Context: an optimization exercise on an open-source flow, tuned for small area. The choices shown serve that exercise and are no tape-out recipe. RTL that was checked went through simulation tests only; none was proved equivalent to the original. No functional check of the RTL was part of run 1. Power figures rest on the tool's default switching activity, not on a simulated workload.

==> design.v <==
module kl10_vma (
  input clk,
  input ad_13_h,
  input ad_14_h,
  input ad_15_h,
  input ad_16_a_h,
  input ad_17_a_h,
  input ad_18_a_h,
  input ad_19_h,
  input ad_20_h,
  input ad_21_h,
  input ad_22_a_h,
  input ad_23_a_h,
  input ad_24_a_h,
  input ad_25_h,
  input ad_26_h,
  input ad_27_h,
  input ad_28_a_h,
  input ad_29_a_h,
  input ad_30_a_h,
  input ad_31_h,
  input ad_32_h,
  input ad_33_h,
  input ad_34_a_h,
  input ad_35_a_h,
  input con_cond_sel_vma_h,
  input con_cond_vma_gets_num_h,
  input con_datao_apr_l,
  input con_load_prev_context_l,
  input cram_num_00_a_h,
  input cram_num_01_a_h,
  input cram_num_02_a_h,
  input cram_num_03_a_h,
  input cram_num_04_a_h,
  input csh3_gate_vma_27_33_h,
  input ctl1_load_pc_l,
  input diag_04_b_h,
  input diag_05_b_h,
  input diag_06_b_h,
  input diag_read_func_15x_l,
  input mcl1_load_vma_held_l,
  input mcl2_vma_read_or_write_l,
  input mcl4_vma_gets_ad_h,
  input mcl4_vma_inc_h,
  input mcl4_vmax_sel_1_h,
  input mcl4_vmax_sel_2_h,
  input mcl5_vmax_en_l,
  input mcl6_vma_fetch_h,
  input n_con_cond_vma_gets_num_l,
  input n_con_vma_sel_1_h,
  input n_con_vma_sel_2_h,
  input n_mcl2_vma_extended_h,
  input n_mcl5_adr_err_l,
  input n_mcl6_page_uebr_ref_a_l,
  input n_vma1_ac_ref_a_h,
  input n_vma1_local_ac_address_h,
  input n_vma1_misc_eq_0_h,
  input n_vma1_vma_section_0_1_l,
  input n_vma1_vma_section_0_h,
  input n_vma2_vma_12_l,
  input n_vma2_vma_13_l,
  input n_vma2_vma_14_l,
  input n_vma2_vma_15_l,
  input n_vma2_vma_16_l,
  input n_vma2_vma_17_l,
  input n_vma2_vma_18_l,
  input n_vma2_vma_19_l,
  input n_vma2_vma_20_l,
  input n_vma2_vma_21_l,
  input n_vma2_vma_22_l,
  input n_vma2_vma_23_l,
  input n_vma2_vma_24_l,
  input n_vma2_vma_25_l,
  input n_vma2_vma_26_l,
  input n_vma2_vma_27_l,
  input n_vma2_vma_28_l,
  input n_vma2_vma_29_l,
  input n_vma2_vma_30_l,
  input n_vma2_vma_31_l,
  input n_vma3_match_13_35_h,
  input n_vma3_pc_section_0_h,
  input n_vma4_pcs_section_0_h,
  input n_vma4_prev_sec_13_l,
  input n_vma4_prev_sec_14_l,
  input n_vma4_prev_sec_15_l,
  input scd3_trap_mix_32_h,
  input scd3_trap_mix_33_h,
  input scd3_trap_mix_34_h,
  input scd3_trap_mix_35_h,
  output ebus_d11,
  output ebus_d13,
  output ebus_d15,
  output ebus_d17,
  output ebus_d19,
  output ebus_d21,
  output ebus_d23,
  output ebus_d25,
  output ebus_d27,
  output ebus_d29,
  output ebus_d31,
  output ebus_d33,
  output ebus_d35,
  output vma1_ac_ref_a_h,
  output vma1_ac_ref_a_l,
  output vma1_ac_ref_h,
  output vma1_local_ac_address_l,
  output vma1_vma_32_b_h,
  output vma1_vma_33_b_h,
  output vma1_vma_34_b_h,
  output vma1_vma_35_b_h,
  output vma1_vma_section_0_l,
  output vma2_vma_12_h,
  output vma2_vma_13_a_h,
  output vma2_vma_14_a_h,
  output vma2_vma_15_a_h,
  output vma2_vma_16_a_h,
  output vma2_vma_17_a_h,
  output vma2_vma_17_h,
  output vma2_vma_18_h,
  output vma2_vma_19_h,
  output vma2_vma_20_h,
  output vma2_vma_21_a_h,
  output vma2_vma_21_h,
  output vma2_vma_22_a_h,
  output vma2_vma_22_h,
  output vma2_vma_23_a_h,
  output vma2_vma_23_h,
  output vma2_vma_24_a_h,
  output vma2_vma_24_h,
  output vma2_vma_25_a_h,
  output vma2_vma_25_h,
  output vma2_vma_26_a_h,
  output vma2_vma_26_h,
  output vma2_vma_27_h,
  output vma2_vma_28_h,
  output vma2_vma_29_h,
  output vma2_vma_30_h,
  output vma2_vma_31_h,
  output vma2_vma_32_h,
  output vma2_vma_33_h,
  output vma2_vma_34_h,
  output vma2_vma_35_h,
  output vma3_match_13_35_l,
  output vma3_pc_section_0_l,
  output vma4_pcs_section_0_l,
  output vma4_vma_13_in_h,
  output vma4_vma_14_in_h,
  output vma4_vma_15_in_h,
  output vma4_vma_16_in_h,
  output vma4_vma_17_in_h,
  output vma_18_a_h,
  output vma_19_a_h,
  output vma_20_a_h,
  output vma_27_g_h,
  output vma_28_g_h,
  output vma_29_g_h,
  output vma_30_g_h,
  output vma_31_g_h,
  output vma_32_g_h,
  output vma_33_g_h,
  output vma_ac_ref_l,
  output vma_held_or_pc_13_h,
  output vma_held_or_pc_14_h,
  output vma_held_or_pc_15_h,
  output vma_held_or_pc_16_h,
  output vma_held_or_pc_17_h,
  output vma_held_or_pc_18_h,
  output vma_held_or_pc_19_h,
  output vma_held_or_pc_20_h,
  output vma_held_or_pc_21_h,
  output vma_held_or_pc_22_h,
  output vma_held_or_pc_23_h,
  output vma_held_or_pc_24_h,
  output vma_held_or_pc_25_h,
  output vma_held_or_pc_26_h,
  output vma_held_or_pc_27_h,
  output vma_held_or_pc_28_h,
  output vma_held_or_pc_29_h,
  output vma_held_or_pc_30_h,
  output vma_held_or_pc_31_h,
  output vma_held_or_pc_32_h,
  output vma_held_or_pc_33_h,
  output vma_held_or_pc_34_h,
  output vma_held_or_pc_35_h
);
  reg  [12:35] vma;
  reg  [13:35] brk;
  reg  [13:35] pc;
  reg          pc_sec0_l;
  reg  [13:35] held;
  reg  [13:17] psec;
  wire [13:35] ad = {ad_13_h, ad_14_h, ad_15_h, ad_16_a_h, ad_17_a_h, ad_18_a_h, ad_19_h,
                     ad_20_h, ad_21_h, ad_22_a_h, ad_23_a_h, ad_24_a_h, ad_25_h, ad_26_h,
                     ad_27_h, ad_28_a_h, ad_29_a_h, ad_30_a_h, ad_31_h, ad_32_h, ad_33_h,
                     ad_34_a_h, ad_35_a_h};
  wire [12:31] nv = {n_vma2_vma_12_l, n_vma2_vma_13_l, n_vma2_vma_14_l, n_vma2_vma_15_l,
                     n_vma2_vma_16_l, n_vma2_vma_17_l, n_vma2_vma_18_l, n_vma2_vma_19_l,
                     n_vma2_vma_20_l, n_vma2_vma_21_l, n_vma2_vma_22_l, n_vma2_vma_23_l,
                     n_vma2_vma_24_l, n_vma2_vma_25_l, n_vma2_vma_26_l, n_vma2_vma_27_l,
                     n_vma2_vma_28_l, n_vma2_vma_29_l, n_vma2_vma_30_l, n_vma2_vma_31_l};
  wire [32:35] trap = {scd3_trap_mix_32_h, scd3_trap_mix_33_h, scd3_trap_mix_34_h, scd3_trap_mix_35_h};
  wire [0:4]   num = {cram_num_00_a_h, cram_num_01_a_h, cram_num_02_a_h, cram_num_03_a_h, cram_num_04_a_h};
  wire         gn = con_cond_vma_gets_num_h;
  wire [4:0]   s32 = {1'b0, trap} + {1'b0, pc[32:35]} + {4'b0, mcl4_vma_inc_h};
  wire         cry32 = s32[4];
  wire         t20 = &pc[20:23];
  wire         t24 = &pc[24:27];
  wire         t28 = &pc[28:31];
  wire         cry28 = t28 & cry32;
  wire         cry24 = t20 & cry32;         
  wire         cry20 = t28 & t24 & t20 & cry32;
  wire [3:0]   s28 = pc[28:31] + {3'b0, cry32};
  wire [3:0]   s24 = pc[24:27] + {3'b0, cry28};
  wire [3:0]   s20 = pc[20:23] & {4{~cry24}};
  wire [1:0]   s18 = pc[18:19] + {1'b0, cry20};
  wire [18:35] vad = gn ? {9'b0, num, trap} : {s18, s20, s24, s28, s32[3:0]};
  wire         vmax_en = ~(mcl5_vmax_en_l | n_con_cond_vma_gets_num_l);
  reg  [12:17] vin_x;
  always @* begin
    case ({mcl4_vmax_sel_2_h, mcl4_vmax_sel_1_h})
      2'b00: vin_x = vma[12:17];
      2'b01: vin_x = {1'b0, pc[13:17]};
      2'b10: vin_x = {1'b0, psec};
      default: vin_x = {1'b0, ad[13:17]};
    endcase
  end
  wire [12:17] vin_hi = vin_x & {6{vmax_en}};
  wire [12:35] vin = {vin_hi, mcl4_vma_gets_ad_h ? ad[18:35] : vad};
  wire         vload = ~n_con_vma_sel_2_h & ~n_con_vma_sel_1_h;
  wire         vdec  = ~n_con_vma_sel_2_h;
  wire [12:35] vw = vma ^ {24{vdec}};
  wire [12:35] vt;
  assign vt[35] = n_con_vma_sel_2_h ^ n_con_vma_sel_1_h;
  genvar gi;
  generate for (gi = 12; gi < 35; gi = gi + 1) begin : g_cnt
    assign vt[gi] = vt[gi+1] & vw[gi+1];
  end endgenerate
  wire [12:35] vnext = vload ? vin : (vma ^ vt);
  always @(posedge clk) begin
    vma <= vnext;
    if (!con_datao_apr_l) brk <= ad;
    if (!ctl1_load_pc_l) begin
      pc <= vma[13:35];
      pc_sec0_l <= vma1_vma_section_0_l;
    end
    if (!mcl1_load_vma_held_l) held <= vma[13:35];
    if (!con_load_prev_context_l) psec <= ad[13:17];
  end
  assign vma1_vma_section_0_l = |nv[13:17];
  wire   sec01_h = ~|nv[13:16];
  wire   local_l = ~(n_mcl2_vma_extended_h | mcl6_vma_fetch_h | sec01_h);
  wire   misc_l = nv[18] | nv[19] | nv[12] | n_mcl5_adr_err_l | (|nv[28:31]);
  wire   e2027_l = |nv[20:27];
  wire   acref_l = e2027_l | misc_l | n_mcl6_page_uebr_ref_a_l | mcl2_vma_read_or_write_l | local_l;
  assign vma_ac_ref_l = acref_l;
  assign vma1_ac_ref_h = ~acref_l;
  assign vma1_ac_ref_a_l = acref_l;
  assign vma1_ac_ref_a_h = ~acref_l;
  assign vma4_pcs_section_0_l = psec[17] | n_vma4_prev_sec_13_l | n_vma4_prev_sec_14_l | n_vma4_prev_sec_15_l;
  assign vma1_local_ac_address_l = n_vma1_vma_section_0_1_l | local_l | misc_l | e2027_l;
  assign vma3_match_13_35_l = |(brk ^ vma[13:35]);
  assign vma3_pc_section_0_l = pc_sec0_l;
  assign vma2_vma_12_h = vma[12];
  assign {vma2_vma_13_a_h, vma2_vma_14_a_h, vma2_vma_15_a_h, vma2_vma_16_a_h, vma2_vma_17_a_h} = vma[13:17];
  assign {vma2_vma_17_h, vma2_vma_18_h, vma2_vma_19_h, vma2_vma_20_h, vma2_vma_21_h, vma2_vma_22_h,
          vma2_vma_23_h, vma2_vma_24_h, vma2_vma_25_h, vma2_vma_26_h, vma2_vma_27_h, vma2_vma_28_h,
          vma2_vma_29_h, vma2_vma_30_h, vma2_vma_31_h, vma2_vma_32_h, vma2_vma_33_h, vma2_vma_34_h,
          vma2_vma_35_h} = vma[17:35];
  assign {vma_18_a_h, vma_19_a_h, vma_20_a_h} = vma[18:20];
  assign {vma2_vma_21_a_h, vma2_vma_22_a_h, vma2_vma_23_a_h, vma2_vma_24_a_h, vma2_vma_25_a_h,
          vma2_vma_26_a_h} = vma[21:26];
  assign {vma1_vma_32_b_h, vma1_vma_33_b_h, vma1_vma_34_b_h, vma1_vma_35_b_h} = vma[32:35];
  assign {vma_27_g_h, vma_28_g_h, vma_29_g_h, vma_30_g_h, vma_31_g_h, vma_32_g_h, vma_33_g_h} =
         vma[27:33] & {7{csh3_gate_vma_27_33_h}};
  assign {vma4_vma_13_in_h, vma4_vma_14_in_h, vma4_vma_15_in_h, vma4_vma_16_in_h, vma4_vma_17_in_h} = vin[13:17];
  wire [13:35] hop = con_cond_sel_vma_h ? held : pc;
  assign {vma_held_or_pc_13_h, vma_held_or_pc_14_h, vma_held_or_pc_15_h, vma_held_or_pc_16_h,
          vma_held_or_pc_17_h, vma_held_or_pc_18_h, vma_held_or_pc_19_h, vma_held_or_pc_20_h,
          vma_held_or_pc_21_h, vma_held_or_pc_22_h, vma_held_or_pc_23_h, vma_held_or_pc_24_h,
          vma_held_or_pc_25_h, vma_held_or_pc_26_h, vma_held_or_pc_27_h, vma_held_or_pc_28_h,
          vma_held_or_pc_29_h, vma_held_or_pc_30_h, vma_held_or_pc_31_h, vma_held_or_pc_32_h,
          vma_held_or_pc_33_h, vma_held_or_pc_34_h, vma_held_or_pc_35_h} = hop;
  wire [2:0] s = {diag_04_b_h, diag_05_b_h, diag_06_b_h};
  wire       en = ~diag_read_func_15x_l;
  wire [7:0] dsel;
  genvar gk;
  generate for (gk = 0; gk < 8; gk = gk + 1) begin : g_dec
    assign dsel[gk] = en & (s == gk);
  end endgenerate
  assign ebus_d13 = |({n_vma1_ac_ref_a_h, held[13], held[14], held[15], n_vma1_misc_eq_0_h, pc[13], pc[14], pc[15]} & dsel);
  assign ebus_d15 = |({n_vma3_match_13_35_h, vma[13], vma[14], vma[15], n_vma1_local_ac_address_h, brk[13], brk[14], brk[15]} & dsel);
  assign ebus_d17 = |({held[16], held[17], held[18], held[19], pc[16], pc[17], pc[18], pc[19]} & dsel);
  assign ebus_d19 = |({vma[16], vma[17], vma[18], vma[19], brk[16], brk[17], brk[18], brk[19]} & dsel);
  assign ebus_d21 = |({held[20], held[21], held[22], held[23], pc[20], pc[21], pc[22], pc[23]} & dsel);
  assign ebus_d23 = |({vma[20], vma[21], vma[22], vma[23], brk[20], brk[21], brk[22], brk[23]} & dsel);
  wire [7:0] dseli = {dsel[0], dsel[1], dsel[2], dsel[3], dsel[4], dsel[5], dsel[6], dsel[7]};
  assign ebus_d11 = |({n_vma1_vma_section_0_h, n_vma3_pc_section_0_h, n_vma4_pcs_section_0_h, psec[17], psec[16], psec[15], psec[14], psec[13]} & dseli);
  assign ebus_d25 = |({pc[27], pc[26], pc[25], pc[24], held[27], held[26], held[25], held[24]} & dseli);
  assign ebus_d27 = |({brk[27], brk[26], brk[25], brk[24], vma[27], vma[26], vma[25], vma[24]} & dseli);
  assign ebus_d29 = |({pc[31], pc[30], pc[29], pc[27], held[31], held[30], held[29], held[28]} & dseli);
  assign ebus_d31 = |({brk[31], brk[30], brk[29], brk[27], vma[31], vma[30], vma[29], vma[28]} & dseli);
  assign ebus_d33 = |({pc[35], pc[34], pc[33], pc[32], held[35], held[34], held[33], held[32]} & dseli);
  assign ebus_d35 = |({brk[35], brk[34], brk[33], brk[32], vma[35], vma[34], vma[33], vma[32]} & dseli);
endmodule
==> flow/run.sh <==
#!/bin/bash
# The standard layout, with three changes:
#  - synthesis maps the logic with an area-oriented ABC script (flow/area.abc); the
#    registers, their names and cell types are those of the standard synthesis;
#  - the ports are buffered by the smallest buffer cell;
#  - clock tree synthesis inserts no dummy loads.
set -euo pipefail
HERE=$(pwd)
export MY_ABC_SCRIPT=$HERE/flow/area.abc
bash standard.sh SYNTH_SCRIPT=$HERE/flow/synth.tcl \
  'BUFFER_PORTS_ARGS=-buffer_cell sky130_fd_sc_hd__buf_1' \
  'CTS_ARGS=-sink_clustering_enable -repair_clock_nets -dont_use_dummy_load -buf_list sky130_fd_sc_hd__clkbuf_8' \
  finish > make_flow.log 2>&1
==> flow/area.abc <==
&get -n
&st
&syn3
&dch -f
&nf -R 1000 -a
&put
topo
==> flow/synth.tcl <==
# The standard flow's synthesis script, with ABC's mapping script replaced by the one named in MY_ABC_SCRIPT.
proc synth {args} {
  global abc_args
  if { [info exists abc_args] && [info exists ::env(MY_ABC_SCRIPT)] } {
    set i [lsearch -exact $abc_args -script]
    if { $i >= 0 } { lset abc_args [expr {$i + 1}] $::env(MY_ABC_SCRIPT) }
  }
  yosys synth -nofsm -noshare {*}$args
}
source $::env(SCRIPTS_DIR)/synth.tcl
# left out here: clear keep_hierarchy, flatten, clean up, hide names made inside functions, write 1_2_yosys.v
==> standard.sh <==
#!/bin/bash
# synth_recipe.tcl (not shown) runs the flow's synth.tcl, then flattens the netlist and writes it again
# the make line also repeats each setting of config.mk as NAME=value (left out here)
make -C /OpenROAD-flow-scripts/flow DESIGN_CONFIG=/design/flow/config.mk WORK_HOME=/design/flow/orfs CLKGATE_MAP_FILE= SYNTH_SCRIPT=/design/flow/synth_recipe.tcl "${@:-finish}"
==> config.mk <==
export PLATFORM = sky130hd
export DESIGN_NAME = kl10_vma
export DESIGN_NICKNAME = kl10_vma
export VERILOG_FILES = /design/flow/design.v
export SDC_FILE = /design/flow/constraint.sdc
export NUM_CORES = 4
export LEC_CHECK = 0
export CAP_MARGIN = 20
export CORE_MARGIN = 2
export CORE_UTILIZATION = 60
export GPL_TIMING_DRIVEN = 0
export SLEW_MARGIN = 20
==> constraint.sdc <==
create_clock -name core_clock -period 4.5 [get_ports {clk}]
set_input_delay 0.9000 -clock core_clock [delete_from_list [all_inputs] [get_ports {clk}]]
set_output_delay 0.9000 -clock core_clock [all_outputs]
set_load 0.01 [all_outputs]
==> results of run 1 <==
## stage by stage
| stage | TNS (ns) | worst slack, ns | cell area [µm²] |
|---|---|---|---|
| 6_report | 0 | 0.278 | 6590 |
| 5_1_grt | -0.0180 | -0.0180 | 6590 |
| 3_5_place_dp | -6.72 | -1.31 | 6360 |
| 2_1_floorplan | 0 | 0.170 | 5430 |
| 3_3_place_gp | -18.76 | -2.05 | 6250 |
| 4_1_cts | 0 | 0.0157 | 6520 |
## power groups by stage
stage | logic (mW) | clock network (mW) | registers (mW)
floorplan | 0.417 | 0 | 1.31
global placement | 0.645 | 0 | 1.34
detailed placement | 0.668 | 0 | 1.35
CTS | 0.679 | 0.452 | 1.33
global route | 0.752 | 0.496 | 1.36
finish | 0.690 | 0.456 | 1.34
## repair_timing
action                                  CTS  global route
pin swaps                                 2             3
endpoints found under the setup margin    7             4
resized for setup                        11             9
buffers inserted                          1             3
endpoints found under the hold margin     0             0
## final cells by class
type | count | area [µm²] | area share (%)
Timing Repair Buffer | 193 | 812 | 12.3
Buffer | 16 | 120 | 1.82
Clock buffer | 9 | 124 | 1.88
Multi-Input combinational cell | 349 | 2610 | 39.7
Sequential cell | 99 | 2730 | 41.5
Inverter | 13 | 48.8 | 0.741
Tap cell | 108 | 135 | 2.05
## cells in the final DEF (no fill, tap or decap), types with 3 or more instances in the layout
cell and instances:
and2_0 13, mux2i_1 4, nor3_2 4, a222oi_1 19
nand2b_1 4, a22oi_1 12, ha_1 8, buf_1 179
clkbuf_8 9, nand3_1 16, a21oi_1 29, nand4_1 9
o21ai_0 21, a32oi_1 4, edfxtp_1 75, nor4_1 8
a22o_1 5, and3_1 3, dfxtp_1 24, xor2_1 29
clkinv_1 12, nor2_2 7, buf_4 24, nor2_1 25
nor3_1 3, mux4_2 5, nand2_1 29, mux2_1 22
a221oi_1 5, xnor2_1 41
## worst register-to-register path, cell delays in order (launching register included)
cell,delay (ns)
dfxtp_1,0.55
and3_1,0.22
o21ai_1,0.09
nor2_1,0.16
nand2_1,0.12
or3_4,0.43
nor2_4,0.16
nand3_2,0.11
nor2_2,0.20
and3_4,0.24
nand4_1,0.14
nand2b_4,0.20
nor2_4,0.14
nand2_2,0.08
nor2_2,0.11
nand2_1,0.10
nor2_2,0.15
nand2_1,0.11
nor2_2,0.14
xnor2_1,0.12
o21ai_0,0.08
## kinds of logic (layout without fill, tap and decap cells)
logic type,count (synthesis),count (layout),synth area share (%)
and+or+nand+nor,134,134,12.0
buffers and inverters,29,231,3.11
adders and majority gates,11,11,2.81
muxes,31,31,7.38
xor gates and xnor gates,70,70,11.3
DFF,99,99,50.3
AOI/OAI and AO/OA,103,103,13.0
## per-layer routing
layer  up-vias  share of wire, %  GRT usage [%]
li1       2218                 -              -
met1      2278                39           42.9
met2       262                49           52.9
met3        27               9.8           5.90
met4         0               1.8           10.3
met5         -                 0              0
## worst paths after layout
check        endpoint  cells past startpoint  slack [ns]               from
max           vma[12]                     22        0.28  n_con_vma_sel_2_h
min           vma[12]                      2        0.55            vma[12]
max reg2reg   vma[12]                     20        0.77            vma[35]
min reg2reg   vma[12]                      2        0.55            vma[12]
## sequential cells by signal, indices dropped and copies added, names as in the netlist
signal,count
brk,23
psec,5
pc,23
vma,24
held,23
pc_sec0_l,1
==> flow_summary.yaml, run 1 <==
run_status:
  status: "timing/DRC/antenna clean"
route:
  drcViolationCount: 0
  wire_per_inst_um: 20.0
  drt_iter0_drc: 417
  antenna_left: 0
  drt-vias-per-instance: 6.08
  drt_first_pass_iters: 9
  route.vias.total: 4785
  totalWireLength_um: 15700
timing:
  timing.hold.ws_ns: 0.550
  fin_crit_sh_pct: 93.8
  fin_skew_ns: 0.0271
  hold_violations: 0
  finalSetupViolCount: 0
  relSlewSlack_pct: 35.9
  max_freq_ghz: 0.237
  slew_viol_final: 0
  layout_min_cycle_time_ns: 4.22
  worst_slew_pin_slew_ns: 0.955
global_routing:
  grt_pass1_vias: 4711
  grt_overflow: 0
  grt_max_degree: 44
  antenna_found_initial: 0
  grt_pass1_wl_um: 24100
  grt_usage_pct: 31.9
yosys:
  synth_nets: 576
  yosysMostFrequentCell: "edfxtp_1"
  synthTopCellsByCount: "75 x edfxtp_1, 41 x xnor2_1, 34 x nor2_1"
  synth_area_leaders: "edfxtp_1 41%, dfxtp_1 8.9%, xnor2_1 6.6%, xor2_1 4.7%, mux2_1 4.6%"
  async_flop_share_pct: 0
  yosysWarningCount: 1
  yosys.area.top_type: "edfxtp_1"
  postSynthCellCount: 477
  avgSynthCellArea_um2: 11.4
  synth-seq-cells: 99
  synthDistinctLibCells: 36
  yosysTopAreaCellShare_pct: 41.5
  synth-seq-area-share_pct: 50.3
  syn_area_mm2: 0.00543
  synth_edf_count: 75
  synth-main-ff-cell: "edfxtp_1"
clock_network:
  cts.path.max_buffers: 2
  cts-htree-levels: 3
  clock_tree.root_cell: "clkbuf_8"
  clock_sinks: 99
  insertion_delay_ns: 0.37
  ctsHoldBuffers: 0
  cts_tree: "built"
  clkTransAtPathRegs_ns: 0.10
  cts_buffers: 9
power_and_ir_drop:
  swShare_pct: 34.1
  cellPowerDensity_mw_per_mm2: 377
  pwr-share-seq_pct: 53.9
  power.switching_mw: 0.847
  leakage_nw: 2.27
  fin_total_pwr_mw: 2.49
  power_frac_comb_pct: 27.8
  ir_worst_vdd_mv: 0.216
  intPower_mw: 1.64
  clkPwrFrac_pct: 18.4
floorplanning:
  die_height_um: 99.1
  initial_utilization_pct: 61.9
  die-width_um: 99.1
  coreArea_mm2: 0.00876
  rows: 34
  ios: 183
  dieArea_mm2: 0.00982
placed_design:
  place_congestion: 0.846
  dpl.hpwl_um: 11100
  dp.cells: 774
  port_buffers: 182
worst_setup_path:
  critPathBufInv: 2
  cp-start-kind: "input port"
  crit_slowest_cell: "or3_4"
  arrival_ns: 4.49
  crit_type: "in2reg"
  cp_max_fo: 25
  cp-end-kind: "flip-flop"
  crit_chain: "buf_16 -> clkinv_1 -> ha_2 -> o21ai_1 -> nor2_1 -> nand2_1 -> or3_4 -> nor2_4 -> nand3_2 -> nor2_2 -> and3_4 -> nand4_1 -> nand2b_4 -> nor2_4 -> nand2_2 -> nor2_2 -> nand2_1 -> nor2_2 -> nand2_1 -> nor2_2 -> xnor2_1 -> o21ai_0"
  required_ns: 4.77
  cp_common_cell: "nor2_2"
  critPathTopFamily: "simple AND/OR/NAND/NOR gates"
  slowest_delay_ns: 0.43
cells_and_area:
  nNetsFinal: 780
  area_growth_pct: 21.3
  antenna_cells: 0
  fill_cells: 657
  utilization_pct: 75.1
  finalNonFillerCells: 787
  layout-drive-gt1-share_pct: 9.57
hold_path:
  hp-class: "reg2reg"
job:
  max_cap_violations: 0
==> run 2: changes to the inputs <==
--- a/design.v
+++ b/design.v
@@ -229,10 +229,13 @@
   wire         vload = ~n_con_vma_sel_2_h & ~n_con_vma_sel_1_h;
-  wire         vdec  = ~n_con_vma_sel_2_h;
-  wire [12:35] vw = vma ^ {24{vdec}};
-  wire [12:35] vt;
-  assign vt[35] = n_con_vma_sel_2_h ^ n_con_vma_sel_1_h;
+  wire         vup   = n_con_vma_sel_2_h & ~n_con_vma_sel_1_h;
+  wire         vdn   = ~n_con_vma_sel_2_h & n_con_vma_sel_1_h;
+  wire [12:35] vones, vzeros;
+  assign vones[35] = 1'b1;
+  assign vzeros[35] = 1'b1;
   genvar gi;
   generate for (gi = 12; gi < 35; gi = gi + 1) begin : g_cnt
-    assign vt[gi] = vt[gi+1] & vw[gi+1];
+    assign vones[gi] = vones[gi+1] & vma[gi+1];
+    assign vzeros[gi] = vzeros[gi+1] & ~vma[gi+1];
   end endgenerate
+  wire [12:35] vt = (vones & {24{vup}}) | (vzeros & {24{vdn}});
   wire [12:35] vnext = vload ? vin : (vma ^ vt);
--- a/config.mk
+++ b/config.mk
@@ -9,4 +9,3 @@
 export CORE_MARGIN = 2
-export CORE_UTILIZATION = 60
-export GPL_TIMING_DRIVEN = 0
+export CORE_UTILIZATION = 75
 export SLEW_MARGIN = 20
==> flow_summary.yaml, run 2 <==
timing:
  grt_setup_unrepaired: "no"
  slew_viol_final: 0
  worst_slew_pin_slew_ns: 1.07
  worst_slack_ns: 0.632
  setup_tns_ns: 0
  layout_min_cycle_time_ns: 3.87
  relSlewSlack_pct: 28.5
  max_freq_ghz: 0.259
  hold_violations: 0
  fin_crit_sh_pct: 85.9
  fin_skew_ns: 0.0410
  timing.hold.ws_ns: 0.563
  finalSetupViolCount: 0
run_status:
  status: "timing/DRC/antenna clean"
cells_and_area:
  final_cell_area_mm2: 0.00638
  finalNonFillerCells: 773
  final_common_cell: "buf_1"
  largest_reg_flops: 24
  multiInputGateArea_mm2: 0.00257
  utilization_pct: 88.9
  mostFrequentLayoutCells: "182 x buf_1, 75 x edfxtp_1, 37 x nand2_1"
  nNetsFinal: 777
  antenna_cells: 0
  area_growth_pct: 16.6
  regMostFlops: "vma"
  fill_cells: 351
  layout-drive-gt1-share_pct: 4.01
  seqCellArea_mm2: 0.00273
clock_network:
  cts-htree-levels: 3
  clock_sinks: 99
  cts_resized: 0
  cts_setup_buffers: 0
  cts_buffers: 9
  insertion_delay_ns: 0.38
  cts_tree: "built"
  clock_tree.root_cell: "clkbuf_8"
  ctsHoldBuffers: 0
  cts.path.max_buffers: 2
  clkTransAtPathRegs_ns: 0.07
route:
  drt_iter0_drc: 701
  antenna_left: 0
  route.vias.total: 5184
  totalWireLength_um: 16400
  drcViolationCount: 0
  drt_first_pass_iters: 10
  drt-vias-per-instance: 6.71
  wire_per_inst_um: 21.2
job:
  max_cap_violations: 0
placed_design:
  pre_cts_ws_ns: 0.293
  place_congestion: 0.922
  detailed_place.area_mm2: 0.00625
  port_buffers: 182
  dp.cells: 764
  dpl.hpwl_um: 11600
global_routing:
  grt_use_met1_pct: 51.6
  grt-busiest-layer: "met2"
  grt_usage_pct: 40.6
  grt_use_met3_pct: 8.68
  grt_max_degree: 31
  grt_pass1_vias: 4834
  antenna_found_initial: 0
  met2_usage_pct: 65.3
  grt_pass1_wl_um: 24000
  grt_overflow: 0
floorplanning:
  die_height_um: 89.4
  die-width_um: 89.4
  initial_utilization_pct: 76.3
  dieArea_mm2: 0.00799
  coreArea_mm2: 0.00718
  rows: 31
  ios: 183
power_and_ir_drop:
  clkPwrFrac_pct: 18.6
  pwr-share-seq_pct: 56.3
  fin_total_pwr_mw: 2.41
  power.switching_mw: 0.824
  swShare_pct: 34.2
  cellPowerDensity_mw_per_mm2: 378
  power_frac_comb_pct: 25.1
  ir_worst_vdd_mv: 0.286
  intPower_mw: 1.58
  leakage_nw: 2.18
worst_setup_path:
  arrival_ns: 4.10
  cp_max_fo: 4
  crit_type: "in2reg"
  required_ns: 4.73
  cp-end-kind: "flip-flop"
  cp-start-kind: "input port"
hold_path:
  hp-class: "reg2reg"
yosys:
  synth_area_leaders: "edfxtp_1 41%, dfxtp_1 8.8%, mux2_1 4.9%, xnor2_1 4.2%, xor2_1 4.0%"
  avgSynthCellArea_um2: 11.2
  synthTopCellsByCount: "75 x edfxtp_1, 37 x nand2_1, 28 x nor2_1"
  synth_edf_count: 75
  yosysMostFrequentCell: "edfxtp_1"
  postSynthCellCount: 487
  syn_area_mm2: 0.00547
  synth_nets: 588
  yosysWarningCount: 1
  synthDistinctLibCells: 39
  yosys.area.top_type: "edfxtp_1"
  yosysTopAreaCellShare_pct: 41.2
  synth-main-ff-cell: "edfxtp_1"
  synth-seq-area-share_pct: 49.9
  synth-seq-cells: 99
  async_flop_share_pct: 0
## run 2: changes by cell type in the layout (fill, tap and decap cells not counted), sizes merged, moves of 6 or more
cell / delta
xnor2: -15
nor2: -6
o22ai: +6
a21oi: -12
a22oi: +7
and3: +6
buf: -14
nand2: +7
## run 2: cell families after synthesis
group                      after synthesis  synth area share [%]
and+or+nand+nor                        156                  14.4
AOI/OAI and AO/OA                      107                  13.7
DFF                                     99                  49.9
xor gates and xnor gates                51                  8.16
muxes                                   31                  7.36
buffers and inverters                   30                  3.16
adders and majority gates               13                  3.25
## run 2: worst paths after layout
path / start / end / slack [ns] / cells after the start
min: vma[12] / vma[12] / 0.56 / 2
max reg2reg: vma[34] / vma[12] / 0.95 / 15
max: n_con_vma_sel_1_h / vma[12] / 0.63 / 18
min reg2reg: vma[12] / vma[12] / 0.56 / 2
## run 2: critical path, stage by stage
cell      delay (ns)
buf_1           0.12
clkinv_1        0.10
ha_1            0.22
nand3_1         0.11
nor2_1          0.08
and3_1          0.21
and3_1          0.22
and3_1          0.21
and3_1          0.21
and3_1          0.21
and3_1          0.20
and2_0          0.20
and3_1          0.22
and3_1          0.22
and3_1          0.21
mux2i_1         0.19
xor2_1          0.18
o21ai_0         0.08
## run 2: final cells by class
type / count / share of cell area (%)
Clock buffer: 9 / 1.94
Inverter: 14 / 0.824
Multi-Input combinational cell: 358 / 40.3
Sequential cell: 99 / 42.8
Tap cell: 99 / 1.94
Timing Repair Buffer: 194 / 12.1
## run 2: metal layers
metal | wire [µm] | part of all wire (%)
met4 | 863 | 5.3
met2 | 7680 | 47
met1 | 5470 | 33
met3 | 2370 | 14
met5 | 0 | 0
## run 2: power groups by stage
stage	sequential, mW	combinational [mW]	clock (mW)
floorplan	1.32	0.389	0
global placement	1.35	0.569	0
detailed placement	1.36	0.590	0
CTS	1.35	0.597	0.441
global route	1.37	0.658	0.476
finish	1.35	0.605	0.448
==> run 3: changes to the inputs <==
--- a/config.mk
+++ b/config.mk
@@ -9,3 +9,4 @@
 export CORE_MARGIN = 2
-export CORE_UTILIZATION = 75
+export CORE_UTILIZATION = 60
+export GPL_TIMING_DRIVEN = 0
 export SLEW_MARGIN = 20
==> flow_summary.yaml, run 3 <==
worst_setup_path:
  required_ns: 4.80
  cp-start-kind: "input port"
  reg2reg_slack_ns: 0.86
  arrival_ns: 4.19
  r2r_start: "vma[35]"
  cp_max_fo: 4
  ff2ff_path_depth: 15
  cp-end-kind: "flip-flop"
  crit_type: "in2reg"
  timing.rr.end: "vma[12]"
route:
  totalWireLength_um: 15100
  drcViolationCount: 0
  drt-vias-per-instance: 6.13
  antenna_left: 0
  route.vias.total: 4854
  wire_per_inst_um: 19.1
  drt_iter0_drc: 402
  drt_first_pass_iters: 5
placed_design:
  place_congestion: 0.854
  pre_cts_ws_ns: 0.326
  dp.cells: 783
  dpl.hpwl_um: 11100
  port_buffers: 182
  detailed_place.area_mm2: 0.00638
hold_path:
  min_from: "vma[12]"
  whs_path_depth: 2
  hold_path_end: "vma[12]"
  hp-class: "reg2reg"
global_routing:
  grt_pass1_wl_um: 23300
  grt_max_degree: 49
  antenna_found_initial: 0
  grt_overflow: 0
  grt_pass1_vias: 4716
  grt_usage_pct: 30.3
clock_network:
  cts_buffers: 9
  clock_tree.root_cell: "clkbuf_8"
  cts_tree: "built"
  clkTransAtPathRegs_ns: 0.11
  ctsHoldBuffers: 0
  cts.path.max_buffers: 2
  cts_setup_buffers: 0
  insertion_delay_ns: 0.37
  cts-htree-levels: 3
  clock_sinks: 99
  cts_resized: 0
power_and_ir_drop:
  leakage_nw: 2.24
  fin_total_pwr_mw: 2.42
  pwr-share-seq_pct: 55.6
  cellPowerDensity_mw_per_mm2: 373
  intPower_mw: 1.62
  power.switching_mw: 0.807
  power_frac_comb_pct: 25.9
  clkPwrFrac_pct: 18.5
  ir_worst_vdd_mv: 0.202
  swShare_pct: 33.3
yosys:
  avgSynthCellArea_um2: 11.2
  async_flop_share_pct: 0
  synth_area_leaders: "edfxtp_1 41%, dfxtp_1 8.8%, mux2_1 4.9%, xnor2_1 4.2%, xor2_1 4.0%"
  synthDistinctLibCells: 39
  postSynthCellCount: 487
  yosysMostFrequentCell: "edfxtp_1"
  yosysTopAreaCellShare_pct: 41.2
  synthTopCellsByCount: "75 x edfxtp_1, 37 x nand2_1, 28 x nor2_1"
  synth-seq-area-share_pct: 49.9
  syn_area_mm2: 0.00547
  synth_nets: 588
  yosysWarningCount: 1
  synth-main-ff-cell: "edfxtp_1"
  yosys.area.top_type: "edfxtp_1"
  synth_edf_count: 75
  synth-seq-cells: 99
job:
  max_cap_violations: 0
cells_and_area:
  final_cell_area_mm2: 0.00650
  multiInputGateArea_mm2: 0.00260
  regMostFlops: "vma"
  seqCellArea_mm2: 0.00273
  antenna_cells: 0
  area_growth_pct: 18.8
  mostFrequentLayoutCells: "181 x buf_1, 75 x edfxtp_1, 37 x nand2_1"
  nNetsFinal: 787
  utilization_pct: 74.2
  fill_cells: 662
  final_common_cell: "buf_1"
  largest_reg_flops: 24
  finalNonFillerCells: 792
  layout-drive-gt1-share_pct: 6.73
timing:
  grt_setup_unrepaired: "no"
  fin_skew_ns: 0.0383
  slew_viol_final: 0
  max_freq_ghz: 0.257
  timing.hold.ws_ns: 0.568
  relSlewSlack_pct: 31.0
  setup_tns_ns: 0
  worst_slack_ns: 0.602
  layout_min_cycle_time_ns: 3.90
  worst_slew_pin_slew_ns: 1.04
  fin_crit_sh_pct: 86.6
  finalSetupViolCount: 0
  hold_violations: 0
floorplanning:
  rows: 34
  die-width_um: 99.5
  coreArea_mm2: 0.00876
  ios: 183
  dieArea_mm2: 0.00990
  die_height_um: 99.5
  initial_utilization_pct: 62.4
run_status:
  status: "timing/DRC/antenna clean"
run 3: layout make-up:
class,count,area share (%)
multi-input cells,358,40.0
well taps,108,2.08
inverters,14,0.808
flip-flops and latches,99,42.0
clock buffers,9,1.90
repair buffers,188,11.3
plain buffers,16,1.85
run 3: metal layers:
| layer | wire [µm] | GRT usage [%] | vias up |
|---|---|---|---|
| met5 | 0 | 0 | - |
| met4 | 183 | 8.32 | 0 |
| met3 | 1640 | 5.41 | 14 |
| met2 | 7310 | 50.8 | 294 |
| met1 | 5960 | 41.1 | 2285 |
| li1 | - | - | 2261 |
run 3: worst max-delay path, stage by stage:
cell and delay [ns]:
buf_1 0.09, clkinv_1 0.06, ha_1 0.13, nand2b_1 0.09
nor3_1 0.24, nor3b_1 0.31, nor2b_1 0.33, nand2_1 0.10
nor3_1 0.25, nand2b_1 0.16, nor2_1 0.11, nand2_1 0.07
nor4_1 0.52, nand2_1 0.19, nor3_1 0.22, mux2i_1 0.12
xor2_1 0.15, o21ai_0 0.15
run 3: kinds of logic after synthesis:
family                     Yosys count  share of synthesized area (%)
adders and majority gates           13                           3.25
DFF                                 99                           49.9
and+or+nand+nor                    156                           14.4
xor gates and xnor gates            51                           8.16
AOI/OAI and AO/OA                  107                           13.7
buffers and inverters               30                           3.16
muxes                               31                           7.36
run 3: worst max path at each step:
stage / start / end / slack [ns] / cells past startpoint
2_1_floorplan: n_con_vma_sel_1_h / vma[12] / 0.78 / 17
3_3_place_gp: diag_06_b_h / ebus_d15 / -0.41 / 5
3_5_place_dp: n_con_vma_sel_1_h / vma[12] / 0.33 / 18
4_1_cts: n_con_vma_sel_2_h / vma[12] / 0.70 / 18
5_1_grt: n_con_vma_sel_2_h / vma[12] / 0.23 / 18
6_report: n_con_vma_sel_2_h / vma[12] / 0.60 / 18
run 3: power by group through the flow:
| stage | Combinational (mW) | Clock [mW] | Sequential (mW) |
|---|---|---|---|
| 2_1_floorplan | 0.389 | 0 | 1.32 |
| 3_3_place_gp | 0.610 | 0 | 1.36 |
| 3_5_place_dp | 0.624 | 0 | 1.37 |
| 4_1_cts | 0.628 | 0.446 | 1.34 |
| 5_1_grt | 0.685 | 0.489 | 1.37 |
| 6_report | 0.627 | 0.448 | 1.35 |
==> run 4: changes to the inputs <==
--- a/flow/run.sh
+++ b/flow/run.sh
@@ -12,2 +12,3 @@
   'CTS_ARGS=-sink_clustering_enable -repair_clock_nets -dont_use_dummy_load -buf_list sky130_fd_sc_hd__clkbuf_8' \
+  GPL_KEEP_OVERFLOW=0 \
   finish > make_flow.log 2>&1
--- a/config.mk
+++ b/config.mk
@@ -10,3 +10,2 @@
 export CORE_UTILIZATION = 60
-export GPL_TIMING_DRIVEN = 0
 export SLEW_MARGIN = 20
==> flow_summary.yaml, run 4 <==
global_routing:
  grt_overflow: 0
  grt_pass1_vias: 4755
  grt_usage_pct: 31.5
  grt_max_degree: 49
  grt_pass1_wl_um: 24200
  antenna_found_initial: 0
hold_path:
  hp-class: "reg2reg"
  min_from: "vma[12]"
  hold_path_end: "vma[12]"
  whs_path_depth: 2
route:
  antenna_left: 0
  drcViolationCount: 0
  drt-vias-per-instance: 6.30
  drt_first_pass_iters: 6
  totalWireLength_um: 15600
  wire_per_inst_um: 20.1
  route.vias.total: 4889
  drt_iter0_drc: 446
floorplanning:
  coreArea_mm2: 0.00876
  die_height_um: 99.5
  rows: 34
  ios: 183
  initial_utilization_pct: 62.4
  dieArea_mm2: 0.00990
  die-width_um: 99.5
run_status:
  status: "timing/DRC/antenna clean"
worst_setup_path:
  reg2reg_slack_ns: 1.04
  slowest_delay_ns: 0.22
  cp_max_fo: 4
  arrival_ns: 4.02
  cp_common_cell: "and3_1"
  crit_chain: "buf_1 -> clkinv_1 -> ha_1 -> nand3_1 -> nor2_1 -> and3_1 -> and3_1 -> and3_1 -> and3_1 -> and3_1 -> and3_1 -> and2_0 -> and3_1 -> and3_1 -> and3_1 -> mux2i_1 -> xor2_1 -> o21ai_0"
  critPathBufInv: 2
  timing.rr.end: "vma[12]"
  cp-end-kind: "flip-flop"
  crit_slowest_cell: "ha_1"
  ff2ff_path_depth: 15
  r2r_start: "vma[34]"
  required_ns: 4.72
  crit_type: "in2reg"
  critPathTopFamily: "simple AND/OR/NAND/NOR gates"
  cp-start-kind: "input port"
timing:
  worst_slack_ns: 0.698
  max_freq_ghz: 0.263
  finalSetupViolCount: 0
  relSlewSlack_pct: 28.6
  timing.hold.ws_ns: 0.590
  worst_slew_pin_slew_ns: 1.07
  hold_violations: 0
  layout_min_cycle_time_ns: 3.80
  fin_crit_sh_pct: 84.5
  slew_viol_final: 0
  fin_skew_ns: 0.0359
  grt_setup_unrepaired: "no"
cells_and_area:
  fill_cells: 670
  mostFrequentLayoutCells: "181 x buf_1, 75 x edfxtp_1, 37 x nand2_1"
  largest_reg_flops: 24
  regMostFlops: "vma"
  final_common_cell: "buf_1"
  layout-drive-gt1-share_pct: 4.49
  nNetsFinal: 771
  antenna_cells: 0
  utilization_pct: 72.8
  area_growth_pct: 16.6
job:
  max_cap_violations: 0
clock_network:
  cts_resized: 0
  cts_setup_buffers: 0
  clock_tree.root_cell: "clkbuf_8"
  clkTransAtPathRegs_ns: 0.10
  insertion_delay_ns: 0.36
  cts-htree-levels: 3
  clock_sinks: 99
  cts_tree: "built"
  cts.path.max_buffers: 2
  cts_buffers: 9
  ctsHoldBuffers: 0
power_and_ir_drop:
  intPower_mw: 1.58
  leakage_nw: 2.16
  ir_worst_vdd_mv: 0.270
  power.switching_mw: 0.805
  power_frac_comb_pct: 24.9
  pwr-share-seq_pct: 56.5
  swShare_pct: 33.7
  clkPwrFrac_pct: 18.6
  cellPowerDensity_mw_per_mm2: 374
yosys:
  synth-seq-cells: 99
  synth_edf_count: 75
  synthTopCellsByCount: "75 x edfxtp_1, 37 x nand2_1, 28 x nor2_1"
  avgSynthCellArea_um2: 11.2
  synth_area_leaders: "edfxtp_1 41%, dfxtp_1 8.8%, mux2_1 4.9%, xnor2_1 4.2%, xor2_1 4.0%"
  synthDistinctLibCells: 39
  postSynthCellCount: 487
  synth-seq-area-share_pct: 49.9
  yosysWarningCount: 1
  synth_nets: 588
  yosysMostFrequentCell: "edfxtp_1"
  syn_area_mm2: 0.00547
  yosysTopAreaCellShare_pct: 41.2
  yosys.area.top_type: "edfxtp_1"
  synth-main-ff-cell: "edfxtp_1"
  async_flop_share_pct: 0
placed_design:
  port_buffers: 182
  dpl.hpwl_um: 11300
  place_congestion: 0.923
  pre_cts_ws_ns: 0.359
run 4: area by class of cell:
| class | count | area (µm²) | share of cell area (%) |
|---|---|---|---|
| Tap cell | 108 | 135 | 2.12 |
| Timing Repair Buffer | 188 | 734 | 11.5 |
| Clock buffer | 9 | 124 | 1.94 |
| Sequential cell | 99 | 2730 | 42.8 |
| Multi-Input combinational cell | 358 | 2600 | 40.8 |
| Inverter | 14 | 52.6 | 0.824 |
run 4: worst reg2reg max path: stages, from the launching register on:
cell     delay [ns]
dfxtp_1        0.57
nand3_1        0.16
nor2_1         0.19
and3_1         0.23
and3_1         0.22
and3_1         0.22
and3_1         0.21
and3_1         0.21
and3_1         0.20
and2_0         0.21
and3_1         0.21
and3_1         0.20
and3_1         0.19
mux2i_1        0.09
xor2_1         0.16
o21ai_0        0.09
run 4: how the worst max path moves through the flow:
stage | startpoint | to | slack [ns] | cells after the start
after floorplan | n_con_vma_sel_1_h | vma[12] | 0.78 | 17
after global placement | diag_06_b_h | ebus_d15 | -0.55 | 5
after detailed placement | n_con_vma_sel_1_h | vma[12] | 0.36 | 18
after CTS | n_con_vma_sel_1_h | vma[12] | 0.72 | 18
after global routing | n_con_vma_sel_2_h | vma[12] | 0.31 | 18
final | n_con_vma_sel_1_h | vma[12] | 0.70 | 18
run 4: power by group through the flow:
stage	registers, mW	clock network (mW)	logic, mW
finish	1.35	0.444	0.594
global route	1.38	0.474	0.648
CTS	1.35	0.442	0.593
detailed placement	1.37	0	0.588
global placement	1.36	0	0.574
floorplan	1.32	0	0.389
run 4: layer usage:
layer	routed length, µm	up-vias	GRT usage (%)
met1	6430	2334	43.5
met4	324	0	11.4
li1	-	2234	-
met3	1360	34	3.58
met2	7490	287	52.1
met5	0	-	0
run 4: kinds of logic (layout without fill, tap and decap cells):
group	after synthesis	after routing	synth area share, %
AOI/OAI and AO/OA	107	107	13.7
xor gates and xnor gates	51	51	8.16
adders and majority gates	13	13	3.25
buffers and inverters	30	211	3.16
DFF	99	99	49.9
muxes	31	31	7.36
and+or+nand+nor	156	156	14.4
run 4: metrics by stage:
step           power [mW]  instance area [µm²]  instances  TNS (ns)
2_1_floorplan        1.71                 5470        487         0
3_3_place_gp         1.93                 6170        761     -5.20
4_1_cts              2.38                 6380        776         0
5_1_grt              2.50                 6380        776         0
3_5_place_dp         1.96                 6260        767         0
6_report             2.39                 6380        776         0
==> run 5: changes to the inputs <==
--- a/flow/run.sh
+++ b/flow/run.sh
@@ -12,3 +12,2 @@
   'CTS_ARGS=-sink_clustering_enable -repair_clock_nets -dont_use_dummy_load -buf_list sky130_fd_sc_hd__clkbuf_8' \
-  GPL_KEEP_OVERFLOW=0 \
   finish > make_flow.log 2>&1
--- a/config.mk
+++ b/config.mk
@@ -7,5 +7,5 @@
 export LEC_CHECK = 0
-export CAP_MARGIN = 20
+export CAP_MARGIN = 5
 export CORE_MARGIN = 2
 export CORE_UTILIZATION = 60
-export SLEW_MARGIN = 20
+export SLEW_MARGIN = 5
==> flow_summary.yaml, run 5 <==
floorplanning:
  coreArea_mm2: 0.00876
  initial_utilization_pct: 62.4
  die_height_um: 99.5
  die-width_um: 99.5
  rows: 34
  ios: 183
  dieArea_mm2: 0.00990
global_routing:
  met2_usage_pct: 52.1
  antenna_found_initial: 0
  grt_use_met3_pct: 4.57
  grt_pass1_vias: 4683
  grt-busiest-layer: "met2"
  grt_usage_pct: 31.8
  grt_use_met1_pct: 45.0
  grt_overflow: 0
  grt_max_degree: 28
  grt_pass1_wl_um: 24400
placed_design:
  dpl.hpwl_um: 11400
  place_congestion: 0.912
  port_buffers: 182
clock_network:
  cts_buffers: 9
  clkTransAtPathRegs_ns: 0.10
  insertion_delay_ns: 0.36
  cts_setup_buffers: 0
  clock_sinks: 99
  ctsHoldBuffers: 0
  clock_tree.root_cell: "clkbuf_8"
  cts_tree: "built"
  cts.path.max_buffers: 2
  cts_resized: 0
  cts-htree-levels: 3
timing:
  relSlewSlack_pct: 36.7
  setup_tns_ns: 0
  fin_skew_ns: 0.0374
  slew_viol_final: 0
  worst_slew_pin_slew_ns: 0.943
  layout_min_cycle_time_ns: 3.80
  hold_violations: 0
  fin_crit_sh_pct: 84.4
  finalSetupViolCount: 0
  max_freq_ghz: 0.263
  grt_setup_unrepaired: "no"
power_and_ir_drop:
  ir_worst_vdd_mv: 0.303
  cellPowerDensity_mw_per_mm2: 372
  leakage_nw: 2.20
route:
  antenna_left: 0
  route.vias.total: 4883
  wire_per_inst_um: 19.7
  drcViolationCount: 0
  drt_iter0_drc: 487
  totalWireLength_um: 15500
  drt_first_pass_iters: 9
  drt-vias-per-instance: 6.22
yosys:
  yosysTopAreaCellShare_pct: 41.2
  synth-simple-area-share_pct: 14.4
  synth_top_family_by_area: "simple AND/OR/NAND/NOR gates"
  postSynthCellCount: 487
  synthTopCellsByCount: "75 x edfxtp_1, 37 x nand2_1, 28 x nor2_1"
  synthMuxAreaShare_pct: 7.36
  synth-seq-cells: 99
  synth-main-ff-cell: "edfxtp_1"
  avgSynthCellArea_um2: 11.2
  async_flop_share_pct: 0
  syn_area_mm2: 0.00547
  synth-xor-area-share_pct: 8.16
  synth_area_leaders: "edfxtp_1 41%, dfxtp_1 8.8%, mux2_1 4.9%, xnor2_1 4.2%, xor2_1 4.0%"
  yosysWarningCount: 1
  yosysMostFrequentCell: "edfxtp_1"
  yosys.area.top_type: "edfxtp_1"
  synth-seq-area-share_pct: 49.9
  synth_compound_area_share_pct: 13.7
  synth_nets: 588
  synthDistinctLibCells: 39
  synthAdderAreaFrac_pct: 3.25
  synth_edf_count: 75
cells_and_area:
  mostFrequentLayoutCells: "182 x buf_1, 75 x edfxtp_1, 37 x nand2_1"
  utilization_pct: 73.2
  nNetsFinal: 780
  antenna_cells: 0
  area_growth_pct: 17.2
  final_common_cell: "buf_1"
  regMostFlops: "vma"
  layout-drive-gt1-share_pct: 4.43
  largest_reg_flops: 24
worst_setup_path:
  cp-end-kind: "flip-flop"
  required_ns: 4.75
  critPathTopFamily: "simple AND/OR/NAND/NOR gates"
  crit_cells: 18
  crit_slowest_cell: "ha_1"
  cp-start-kind: "input port"
  critPathBufInv: 2
  ff2ff_path_depth: 15
  cp_max_fo: 4
  slowest_delay_ns: 0.23
  cp_common_cell: "and3_1"
  arrival_ns: 4.05
  crit_chain: "buf_1 -> clkinv_1 -> ha_1 -> nand3_1 -> nor2_1 -> and3_1 -> and3_1 -> and3_1 -> and3_1 -> and3_1 -> and3_1 -> and2_0 -> and3_1 -> and3_1 -> and3_1 -> nor2_1 -> xor2_1 -> o21ai_0"
  crit_type: "in2reg"
hold_path:
  whs_path_depth: 2
  hp-class: "reg2reg"
job:
  max_cap_violations: 0
run_status:
  status: "timing/DRC/antenna clean"
==> run 5: area by class of cell <==
class	instances	area, µm²
Fill cell	680	2350
Multi-Input combinational cell	358	2570
Tap cell	108	135
Inverter	14	52.6
Clock buffer	9	124
Timing Repair Buffer	197	796
Sequential cell	99	2730
==> run 5: final timing paths <==
check | slack, ns | start | endpoint
hold / removal | 0.57 | vma[12] | vma[12]
setup / recovery | 0.70 | n_con_vma_sel_1_h | vma[13]
hold reg to reg | 0.57 | vma[12] | vma[12]
setup reg to reg | 0.99 | vma[34] | vma[13]
==> run 5: tightest hold or removal path: stages, from the launching register on <==
cell	delay, ns
dfxtp_1	0.36
nand4_1	0.10
o21ai_0	0.07
==> run 5: logic make-up (layout without fill, tap and decap cells) <==
group           Yosys count  in the layout
buf+inv                  30            220
mux                      31             31
simple gates            156            156
fa+ha+maj                13             13
xor+xnor                 51             51
flops                    99             99
compound gates          107            107
==> run 5: through the flow <==
step / hold WS, ns / std cells / setup slack, ns / cell area [µm²] / total power [mW]
after floorplan: 0.539 / 487 / 0.775 / 5470 / 1.71
after global placement: 0.536 / 776 / 0.545 / 6290 / 1.94
after detailed placement: 0.543 / 776 / 0.405 / 6290 / 1.96
after CTS: 0.557 / 785 / 0.745 / 6410 / 2.39
after global routing: 0.604 / 785 / 0.435 / 6410 / 2.50
final: 0.566 / 785 / 0.701 / 6410 / 2.39
==> run 5: metal layers <==
metal | wire [µm] | vias to the layer above
met1 | 6250 | 2295
met3 | 1650 | 27
met5 | 0 | -
met4 | 298 | 0
met2 | 7300 | 315
li1 | - | 2246
==> run 5: report_power, final <==
| group | switching (mW) | leakage [nW] | internal (mW) |
|---|---|---|---|
| clock | 0.263 | 0.0647 | 0.180 |
| combinational | 0.329 | 1.19 | 0.263 |
| sequential | 0.209 | 0.944 | 1.14 |
| total | 0.801 | 2.20 | 1.58 |
==> run 6: changes to the inputs <==
--- a/config.mk
+++ b/config.mk
@@ -7,5 +7,5 @@
 export LEC_CHECK = 0
-export CAP_MARGIN = 5
+export CAP_MARGIN = 20
 export CORE_MARGIN = 2
 export CORE_UTILIZATION = 60
-export SLEW_MARGIN = 5
+export SLEW_MARGIN = 20
==> flow_summary.yaml, run 6 <==
worst_setup_path:
  crit_chain: "buf_1 -> clkinv_1 -> ha_1 -> nand3_1 -> nor2_1 -> and3_1 -> and3_1 -> and3_1 -> and3_1 -> and3_1 -> and3_1 -> and2_0 -> and3_1 -> and3_1 -> and3_1 -> nor2_1 -> xor2_1 -> o21ai_0"
  crit_slowest_cell: "ha_1"
  slowest_delay_ns: 0.23
  crit_type: "in2reg"
  reg2reg_slack_ns: 0.99
  cp-start-kind: "input port"
  cp-end-kind: "flip-flop"
  critPathBufInv: 2
  cp_common_cell: "and3_1"
  critPathTopFamily: "simple AND/OR/NAND/NOR gates"
  required_ns: 4.75
  cp_max_fo: 4
  arrival_ns: 4.05
global_routing:
  grt_pass1_wl_um: 24400
  grt_max_degree: 28
  met2_usage_pct: 52.1
  grt_pass1_vias: 4683
  grt_use_met1_pct: 45.0
  grt_use_met3_pct: 4.57
  grt_usage_pct: 31.8
  grt_overflow: 0
  grt-busiest-layer: "met2"
  antenna_found_initial: 0
route:
  route.vias.total: 4883
  antenna_left: 0
  drcViolationCount: 0
  totalWireLength_um: 15500
  drt_first_pass_iters: 9
  drt-vias-per-instance: 6.22
  wire_per_inst_um: 19.7
  drt_iter0_drc: 487
timing:
  layout_min_cycle_time_ns: 3.80
  relSlewSlack_pct: 36.7
  slew_viol_final: 0
  hold_violations: 0
  setup_tns_ns: 0
  worst_slew_pin_slew_ns: 0.943
  timing.hold.ws_ns: 0.566
  max_freq_ghz: 0.263
  finalSetupViolCount: 0
  fin_crit_sh_pct: 84.4
  grt_setup_unrepaired: "no"
  fin_skew_ns: 0.0374
yosys:
  synth_edf_count: 75
  yosysTopAreaCellShare_pct: 41.2
  synth_nets: 588
  synth-main-ff-cell: "edfxtp_1"
  yosys.area.top_type: "edfxtp_1"
  synth-seq-area-share_pct: 49.9
  synth_compound_area_share_pct: 13.7
  synth-xor-area-share_pct: 8.16
  synthDistinctLibCells: 39
  async_flop_share_pct: 0
  synthAdderAreaFrac_pct: 3.25
  synthTopCellsByCount: "75 x edfxtp_1, 37 x nand2_1, 28 x nor2_1"
  synth_area_leaders: "edfxtp_1 41%, dfxtp_1 8.8%, mux2_1 4.9%, xnor2_1 4.2%, xor2_1 4.0%"
  yosysWarningCount: 1
  yosysMostFrequentCell: "edfxtp_1"
  avgSynthCellArea_um2: 11.2
  syn_area_mm2: 0.00547
  postSynthCellCount: 487
  synth_top_family_by_area: "simple AND/OR/NAND/NOR gates"
  synth-simple-area-share_pct: 14.4
  synthMuxAreaShare_pct: 7.36
  synth-seq-cells: 99
placed_design:
  port_buffers: 182
  dpl.hpwl_um: 11400
  place_congestion: 0.912
  detailed_place.area_mm2: 0.00629
floorplanning:
  ios: 183
  rows: 34
  dieArea_mm2: 0.00990
  die-width_um: 99.5
  initial_utilization_pct: 62.4
  die_height_um: 99.5
  coreArea_mm2: 0.00876
clock_network:
  cts_setup_buffers: 0
  cts-htree-levels: 3
  cts_tree: "built"
  clock_tree.root_cell: "clkbuf_8"
  clock_sinks: 99
  cts.path.max_buffers: 2
  cts_buffers: 9
  cts_resized: 0
  insertion_delay_ns: 0.36
  ctsHoldBuffers: 0
  clkTransAtPathRegs_ns: 0.10
cells_and_area:
  final_cell_area_mm2: 0.00641
  area_growth_pct: 17.2
  layout-drive-gt1-share_pct: 4.43
  antenna_cells: 0
  nNetsFinal: 780
  regMostFlops: "vma"
  largest_reg_flops: 24
  fill_cells: 680
  final_common_cell: "buf_1"
  mostFrequentLayoutCells: "182 x buf_1, 75 x edfxtp_1, 37 x nand2_1"
power_and_ir_drop:
  ir_worst_vdd_mv: 0.303
  leakage_nw: 2.20
  cellPowerDensity_mw_per_mm2: 372
  fin_total_pwr_mw: 2.39
run_status:
  status: "timing/DRC/antenna clean"
job:
  max_cap_violations: 0
hold_path:
  hp-class: "reg2reg"
-- run 6: cell counts in the layout (fill, tap and decap cells not counted) --
Identical to the previous run, type by type.
-- run 6: worst paths after layout --
path | startpoint | endpoint | depth (start not counted)
worst max-delay path | n_con_vma_sel_1_h | vma[13] | 18
worst max register to register | vma[34] | vma[13] | 15
worst min register to register | vma[12] | vma[12] | 2
worst min-delay path | vma[12] | vma[12] | 2
-- run 6: per-layer routing --
metal  wire length [µm]  vias up
li1                   -     2246
met1               6250     2295
met2               7300      315
met3               1650       27
met4                298        0
met5                  0        -
-- run 6: report_power, final --
group          switching [mW]  internal, mW  total (mW)
combinational           0.329         0.263       0.593
sequential              0.209          1.14        1.35
clock                   0.263         0.180       0.443
total                   0.801          1.58        2.39
-- run 6: worst reg2reg max path: stages, from the launching register on --
cell and delay (ns):
dfxtp_1 0.59, nand3_1 0.16, nor2_1 0.20, and3_1 0.23
and3_1 0.21, and3_1 0.22, and3_1 0.20, and3_1 0.21
and3_1 0.22, and2_0 0.22, and3_1 0.22, and3_1 0.20
and3_1 0.20, nor2_1 0.07, xor2_1 0.15, o21ai_0 0.16
-- run 6: per-stage QoR --
stage | setup WS (ns) | instances | util [%]
6_report | 0.701 | 785 | 73.2
5_1_grt | 0.435 | 785 | 73.2
4_1_cts | 0.745 | 785 | 73.2
3_5_place_dp | 0.405 | 776 | 71.8
3_3_place_gp | 0.545 | 776 | 71.8
2_1_floorplan | 0.775 | 487 | -
-- run 6: layout make-up --
class | instances | area, µm² | area share (%)
sequential | 99 | 2730 | 42.6
multi-input combinational | 358 | 2570 | 40.1
timing repair buffer | 197 | 796 | 12.4
tap | 108 | 135 | 2.11
clock buffer | 9 | 124 | 1.93
inverter | 14 | 52.6 | 0.820
-- run 6: logic make-up (layout without fill, tap and decap cells) --
logic type | Yosys count | count (layout)
compound gates | 107 | 107
mux | 31 | 31
simple gates | 156 | 156
flops | 99 | 99
xor+xnor | 51 | 51
buf+inv | 30 | 220
fa+ha+maj | 13 | 13
==> run 7: changes to the inputs <==
--- a/flow/run.sh
+++ b/flow/run.sh
@@ -11,3 +11,3 @@
   'BUFFER_PORTS_ARGS=-buffer_cell sky130_fd_sc_hd__buf_1' \
-  'CTS_ARGS=-sink_clustering_enable -repair_clock_nets -dont_use_dummy_load -buf_list sky130_fd_sc_hd__clkbuf_8' \
+  'CTS_ARGS=-sink_clustering_enable -repair_clock_nets -dont_use_dummy_load -buf_list sky130_fd_sc_hd__clkbuf_8 -sink_clustering_size 30 -sink_clustering_max_diameter 150' \
   finish > make_flow.log 2>&1
==> flow_summary.yaml, run 7 <==
worst_setup_path:
  cp_common_cell: "and3_1"
  ff2ff_path_depth: 15
  arrival_ns: 4.05
  slowest_delay_ns: 0.23
  timing.rr.end: "vma[13]"
  cp_max_fo: 4
  cp-end-kind: "flip-flop"
  crit_chain: "buf_1 -> clkinv_1 -> ha_1 -> nand3_1 -> nor2_1 -> and3_1 -> and3_1 -> and3_1 -> and3_1 -> and3_1 -> and3_1 -> and2_0 -> and3_1 -> and3_1 -> and3_1 -> nor2_1 -> xor2_1 -> o21ai_0"
  crit_type: "in2reg"
  required_ns: 4.75
  r2r_start: "vma[34]"
  reg2reg_slack_ns: 0.99
  critPathBufInv: 2
  crit_slowest_cell: "ha_1"
  cp-start-kind: "input port"
  critPathTopFamily: "simple AND/OR/NAND/NOR gates"
  crit_path_start: "n_con_vma_sel_1_h"
clock_network:
  clkTransAtPathRegs_ns: 0.10
  cts_buffers: 9
  clock_sinks: 99
  ctsHoldBuffers: 0
  cts_setup_buffers: 0
  cts-htree-levels: 3
  cts.path.max_buffers: 2
  cts_tree: "built"
  insertion_delay_ns: 0.36
  cts_resized: 0
  clock_tree.root_cell: "clkbuf_8"
global_routing:
  grt_usage_pct: 31.8
  grt_max_degree: 28
  grt_pass1_vias: 4683
  grt_overflow: 0
  grt_pass1_wl_um: 24400
  antenna_found_initial: 0
cells_and_area:
  fill_cells: 680
  largest_reg_flops: 24
  antenna_cells: 0
  layout-drive-gt1-share_pct: 4.43
  utilization_pct: 73.2
  nNetsFinal: 780
  seqCellArea_mm2: 0.00273
  multiInputGateArea_mm2: 0.00257
  regMostFlops: "vma"
  mostFrequentLayoutCells: "182 x buf_1, 75 x edfxtp_1, 37 x nand2_1"
  area_growth_pct: 17.2
  final_common_cell: "buf_1"
yosys:
  syn_area_mm2: 0.00547
  synth-xor-area-share_pct: 8.16
  synth_edf_count: 75
  synth_top_family_by_area: "simple AND/OR/NAND/NOR gates"
  async_flop_share_pct: 0
  postSynthCellCount: 487
  synth-seq-area-share_pct: 49.9
  synthDistinctLibCells: 39
  yosys.area.top_type: "edfxtp_1"
  synthMuxAreaShare_pct: 7.36
  yosysMostFrequentCell: "edfxtp_1"
  avgSynthCellArea_um2: 11.2
  synth_compound_area_share_pct: 13.7
  synth-simple-area-share_pct: 14.4
  synth-main-ff-cell: "edfxtp_1"
  synth_area_leaders: "edfxtp_1 41%, dfxtp_1 8.8%, mux2_1 4.9%, xnor2_1 4.2%, xor2_1 4.0%"
  synth-seq-cells: 99
  synth_nets: 588
  yosysWarningCount: 1
  synthAdderAreaFrac_pct: 3.25
  yosysTopAreaCellShare_pct: 41.2
  synthTopCellsByCount: "75 x edfxtp_1, 37 x nand2_1, 28 x nor2_1"
timing:
  max_freq_ghz: 0.263
  slew_viol_final: 0
  worst_slew_pin_slew_ns: 0.943
  setup_tns_ns: 0
  finalSetupViolCount: 0
  fin_skew_ns: 0.0374
  layout_min_cycle_time_ns: 3.80
  grt_setup_unrepaired: "no"
  timing.hold.ws_ns: 0.566
  relSlewSlack_pct: 36.7
  hold_violations: 0
  fin_crit_sh_pct: 84.4
route:
  top_layer_used: "met4"
  wirelength_met1_um: 6250
  route.met2.wl_um: 7300
  drt-vias-per-instance: 6.22
  drcViolationCount: 0
  drt_iter0_drc: 487
  antenna_left: 0
  dr_wl_met3_um: 1650
  drt_first_pass_iters: 9
  totalWireLength_um: 15500
  route.vias.total: 4883
  wire_per_inst_um: 19.7
floorplanning:
  rows: 34
  ios: 183
  initial_utilization_pct: 62.4
  coreArea_mm2: 0.00876
  die-width_um: 99.5
  dieArea_mm2: 0.00990
  die_height_um: 99.5
hold_path:
  min_from: "vma[12]"
  whs_path_depth: 2
  hp-class: "reg2reg"
  hold_path_end: "vma[12]"
job:
  max_cap_violations: 0
power_and_ir_drop:
  cellPowerDensity_mw_per_mm2: 372
  ir_worst_vdd_mv: 0.303
  leakage_nw: 2.20
placed_design:
  port_buffers: 182
  place_congestion: 0.912
  dpl.hpwl_um: 11400
run_status:
  status: "timing/DRC/antenna clean"
run 7: cell counts after synthesis:
No cell type changed its count.
run 7: logic make-up after synthesis:
family	after synthesis
adders and majority gates	13
and+or+nand+nor	156
buffers and inverters	30
xor gates and xnor gates	51
muxes	31
AOI/OAI and AO/OA	107
DFF	99
run 7: routing by layer:
metal	vias up	track usage [%]
met3	27	4.57
li1	2246	-
met1	2295	45.0
met5	-	0
met2	315	52.1
met4	0	8.64
run 7: worst max path at each step:
| stage | to | cells after the start |
|---|---|---|
| finish | vma[13] | 18 |
| global route | vma[12] | 18 |
| CTS | vma[13] | 18 |
| detailed placement | vma[13] | 18 |
| global placement | vma[12] | 18 |
| floorplan | vma[12] | 17 |
run 7: tightest hold or removal path: cells and delay by family, from the launching register on:
| kind | cells | cell delay (ns) |
|---|---|---|
| AO/OA/AOI/OAI | 1 | 0.07 |
| AND/OR/NAND/NOR | 1 | 0.10 |
| flip-flops | 1 | 0.36 |
run 7: cell type report:
type	count	area share [%]
Sequential cell	99	42.6
Multi-Input combinational cell	358	40.1
Timing Repair Buffer	197	12.4
Tap cell	108	2.11
Clock buffer	9	1.93
Inverter	14	0.820
run 7: metrics by stage:
step                      area (µm²)  setup WS, ns  power [mW]  std cells
final                           6410         0.701        2.39        785
after global routing            6410         0.435        2.50        785
after CTS                       6410         0.745        2.39        785
after detailed placement        6290         0.405        1.96        776
after global placement          6290         0.545        1.94        776
after floorplan                 5470         0.775        1.71        487
run 7: report_power, final:
part / leakage, nW / total [mW] / switching, mW / internal [mW]
combinational: 1.19 / 0.593 / 0.329 / 0.263
clock: 0.0647 / 0.443 / 0.263 / 0.180
sequential: 0.944 / 1.35 / 0.209 / 1.14
total: 2.20 / 2.39 / 0.801 / 1.58

==> what the ideal ports hide <==
How much do the figures lean on ideal ports? The routed layouts below were timed once more, with nothing changed but the port constraints.
Step 1 assumes that a clkbuf_16 drives the clock port and a buf_2 every other input.
Step 2 times the ports against the registers' clock, not the clock port: input delays grow and output delays shrink by t, the midpoint of the rising clock arrivals with the driver on.
Three values: ideal ports, drivers, drivers and shift; two values: the first two.
run	t, ns	setup slack, ns	worst hold slack (ns)	worst data-port slew with drivers (ns)
run 1	0.396	0.278 / 0.231 / -0.166	0.550 / 0.550 / 0.550	0.08
run 2	0.388	0.632 / 0.639 / 0.251	0.563 / 0.563 / 0.563	0.05
run 3	0.379	0.602 / 0.613 / 0.234	0.568 / 0.568 / 0.568	0.03
run 4	0.381	0.698 / 0.705 / 0.324	0.590 / 0.590 / 0.590	0.04
run 5	0.378	0.701 / 0.712 / 0.334	0.566 / 0.566 / 0.566	0.04
run 6	0.378	0.701 / 0.712 / 0.334	0.566 / 0.566 / 0.566	0.04
run 7	0.378	0.701 / 0.712 / 0.334	0.566 / 0.566 / 0.566	0.04
Met with ideal ports but missed after step 2: setup timing in run 1. For run 1, which loses most, drivers alone change the setup slack by -0.047 ns; drivers and shift together by -0.444 ns.
